This design comes from an exercise in tuning for small area on the open sky130 flow, not from production work.
RTL that was checked went through simulation tests only; none was proved equivalent to the original.

red:
// CannyEdge
module CannyEdge(dAddrRegRow, dAddrRegCol, bWE, bCE, InData, OutData,
	OPMode, bOPEnable, dReadReg, dWriteReg, clk, rst_b);
	input      [2:0] dAddrRegRow, dAddrRegCol;
	input            bWE, bCE;
	input      [7:0] InData;
	output reg [7:0] OutData;
	input      [2:0] OPMode;
	input            bOPEnable;
	input      [3:0] dReadReg, dWriteReg;
	input            clk, rst_b;
	function [16:0] rca;
		input [15:0] a, b;
		input        ci;
		integer k;
		reg c;
		begin
			c = ci;
			for (k = 0; k < 16; k = k + 1) begin
				rca[k] = a[k] ^ b[k] ^ c;
				c = (a[k] & b[k]) | (c & (a[k] ^ b[k]));
			end
			rca[16] = c;
		end
	endfunction
	function geq;
		input [15:0] a, b;
		integer k;
		reg c;
		begin
			c = 1'b1;
			for (k = 0; k < 16; k = k + 1)
				c = (a[k] & ~b[k]) | (c & (a[k] | ~b[k]));
			geq = c;
		end
	endfunction
	function [9:0] mag;
		input [10:0] v;
		integer k;
		reg o;
		begin
			o = 1'b0;
			for (k = 0; k < 10; k = k + 1) begin
				mag[k] = v[k] ^ (v[10] & o);
				o = o | v[k];
			end
		end
	endfunction
	wire wr    = ~bCE & ~bWE;
	wire rd    = ~bCE &  bWE;
	wire run   =  bCE & ~bOPEnable;
	wire run_g = run & (OPMode == 3'd0);
	wire run_s = run & (OPMode == 3'd1);
	wire run_n = run & (OPMode == 3'd2);
	wire run_h = run & (OPMode == 3'd3);
	wire wr_x  = wr & (dWriteReg == 4'd0);
	wire wr_y  = wr & (dWriteReg == 4'd1);
	wire wr_z  = wr & (dWriteReg == 4'd2);
	reg  [7:0]  X [0:24];
	reg  [24:0] xv;           
	reg  [1:0]  yc;           
	reg  [7:0]  z1;           
	reg  [14:0] accG;         
	reg  [10:0] accX, accY;   
	reg  [7:0]  Out_gf, Out_gradient;
	reg  [1:0]  Out_dir;      
	reg         Out_bThres;
	wire [1:0] p = {yc[1] ^ run_h, yc[0]};
	reg  [7:0] nA, nB;
	reg        zA, zB;
	reg  [1:0] aR, aC, bR, bC;
	always @* begin
		case (p)
			2'd0: begin nA = X[7];  nB = X[5];  zA = z1[4]; zB = z1[3]; aR = 1; aC = 2; bR = 1; bC = 0; end
  ...
clock: 12.0 ns
lec_check: 0
abc_area: 1
cap_margin: 20
core_margin: 2
core_utilization: 70
cts_buf_list: sky130_fd_sc_hd__clkbuf_8
cts_cluster_diameter: 80
cts_cluster_size: 16
gpl_timing_driven: 0
place_density: 0.8
slew_margin: 20
standard.sh (not shown) runs the stock make flow with config.mk's settings and CLKGATE_MAP_FILE= SYNTH_SCRIPT=/design/flow/synth_recipe.tcl, a recipe that flattens the netlist after the stock synthesis.
==> flow/flow/run.sh <==
#!/bin/bash
# Layout flow: the standard synthesis unchanged, then the standard ORFS
# layout with these changes:
#  - the buffers ABC inserted are removed at floorplan (REMOVE_ABC_BUFFERS);
#    placement repair adds back any that slew, capacitance or timing need;
#  - every input and output port still gets a buffer, but a buf_1 instead of
#    the default clkdlybuf4s50_1;
#  - clock tree: no dummy loads;
#  - before global routing, cells on paths with slack are downsized and the
#    slew and capacitance repair is run again (flow/pre_grt.tcl).
set -euo pipefail
here=$(pwd)
bash standard.sh synth > synth.log 2>&1
bash standard.sh REMOVE_ABC_BUFFERS=1 \
  "BUFFER_PORTS_ARGS=-buffer_cell sky130_fd_sc_hd__buf_1" \
  "CTS_ARGS=-sink_clustering_enable -repair_clock_nets -sink_clustering_size 16 -sink_clustering_max_diameter 80 -buf_list sky130_fd_sc_hd__clkbuf_8 -dont_use_dummy_load" \
  "PRE_GLOBAL_ROUTE_TCL=$here/flow/pre_grt.tcl" \
  finish > layout.log 2>&1
==> flow/flow/pre_grt.tcl <==
# Before global routing: downsize cells on paths with slack, then repair
# any slew or capacitance that the downsizing broke, and legalize.
puts "pre_grt hook: power recovery"
estimate_parasitics -placement
report_wns
repair_timing -recover_power 100 -verbose
repair_design -slew_margin $::env(SLEW_MARGIN) -cap_margin $::env(CAP_MARGIN) -verbose
set_placement_padding -global \
  -left $::env(CELL_PAD_IN_SITES_DETAIL_PLACEMENT) \
  -right $::env(CELL_PAD_IN_SITES_DETAIL_PLACEMENT)
detailed_placement
check_placement -verbose
estimate_parasitics -placement
report_wns
#### Input delta (blue over red)
--- a/flow/design.v
+++ b/flow/design.v
@@ -155,25 +155,26 @@
 	wire [14:0] gs = accG ^ gP ^ gQ;
 	wire [14:0] gc = (accG & gP) | (accG & gQ) | (gP & gQ);
 	wire [16:0] gS = rca({1'b0, gs}, {gc, 1'b0}, gN);
 	wire [10:0] d11 = {{2{d[8]}}, d};
 	wire        nX = pc & qsx[2];
 	wire        nY = pc & qsy[2];
 	wire [10:0] tX = ((~pc || qsx[1:0] == 2'd0) ? 11'd0 : (qsx[1:0] == 2'd1) ? d11 : {d11[9:0], 1'b0}) ^ {11{nX}};
 	wire [10:0] tY = ((~pc || qsy[1:0] == 2'd0) ? 11'd0 : (qsy[1:0] == 2'd1) ? d11 : {d11[9:0], 1'b0}) ^ {11{nY}};
 	wire [16:0] xS = rca({5'd0, accX}, {5'd0, tX}, nX);
 	wire [16:0] yS = rca({5'd0, accY}, {5'd0, tY}, nY);
 	wire        sgx = accX[10], sgy = accY[10];
-	wire [9:0]  ax = mag(accX), ay = mag(accY);
-	wire [16:0] gsum = rca({6'd0, ax}, {6'd0, ay}, 1'b0);
-	wire [16:0] ws = rca({4'd0, 1'b0, ay, 1'b0}, {4'd0, ~{2'b0, ax}}, 1'b0);
+	wire [9:0]  ax = mag(accX);
+	wire [9:0]  oy = accY[9:0] ^ {10{sgy}};
+	wire [16:0] gsum = rca({6'd0, ax}, {6'd0, oy}, sgy);
+	wire [16:0] ws = rca({4'd0, 1'b0, oy, sgy}, {4'd0, ~{2'b0, ax}}, sgy);
 	wire        c1 = ws[11];
 	wire        c2 = ~geq({6'd0, ws[11:2]}, {6'd0, ax});
 	wire [1:0]  dir = c1 ? 2'd0 : c2 ? ((sgx == sgy) ? 2'd1 : 2'd3) : 2'd2;
 	wire bth = (cen >= 8'd15) ||
 	           ((cen > 8'd10) && ((nA >= 8'd15) || (nB >= 8'd15) || zA || zB));
 	always @(posedge clk or negedge rst_b) begin
 		if (!rst_b) begin
 			xv   <= 25'd0;
 			pc   <= 1'b0;
 			accG <= 15'd0;
 			accX <= 11'd0;
Results
- The higher area of the die came out of blue.
- In the tables for blue and red, post-synthesis to final-layout area growth reads higher with red.
- Per the comparison of blue with red, global-route track usage on met3 lower, count of routing violations after the opening detailed-route iteration moved down, minimum period implied by the final worst setup slack moved down.
The RTL of blue was laid out without a check of its function.

-- afterwards: timing with drivers on the ports --
The flow's constraints put no driver on any port. The routed layouts listed below were extracted and timed again, unchanged, in two steps. Step 1 assumes that a clkbuf_16 drives the clock port and a buf_2 every other input. Step 2 times the ports against the registers' clock, not the clock port: input delays grow and output delays shrink by t, the midpoint of the rising clock arrivals with the driver on. Three values: ideal ports, drivers, drivers and shift; two values: the first two.
run | t, ns | setup WS [ns] | worst setup path after step 2 | clock arrival spread, ns | worst slew at a driven data input, ns
red | 0.615 | 0.641 / 0.655 / 0.041 | input to register | 0.034 / 0.035 | 0.05
blue | 0.607 | 0.972 / 0.991 / 0.384 | input to register | 0.070 / 0.070 | 0.03
After both steps every run listed still meets setup and hold. The setup slack of red, which loses most, moves by +0.014 ns with the drivers and by -0.600 ns with both steps.
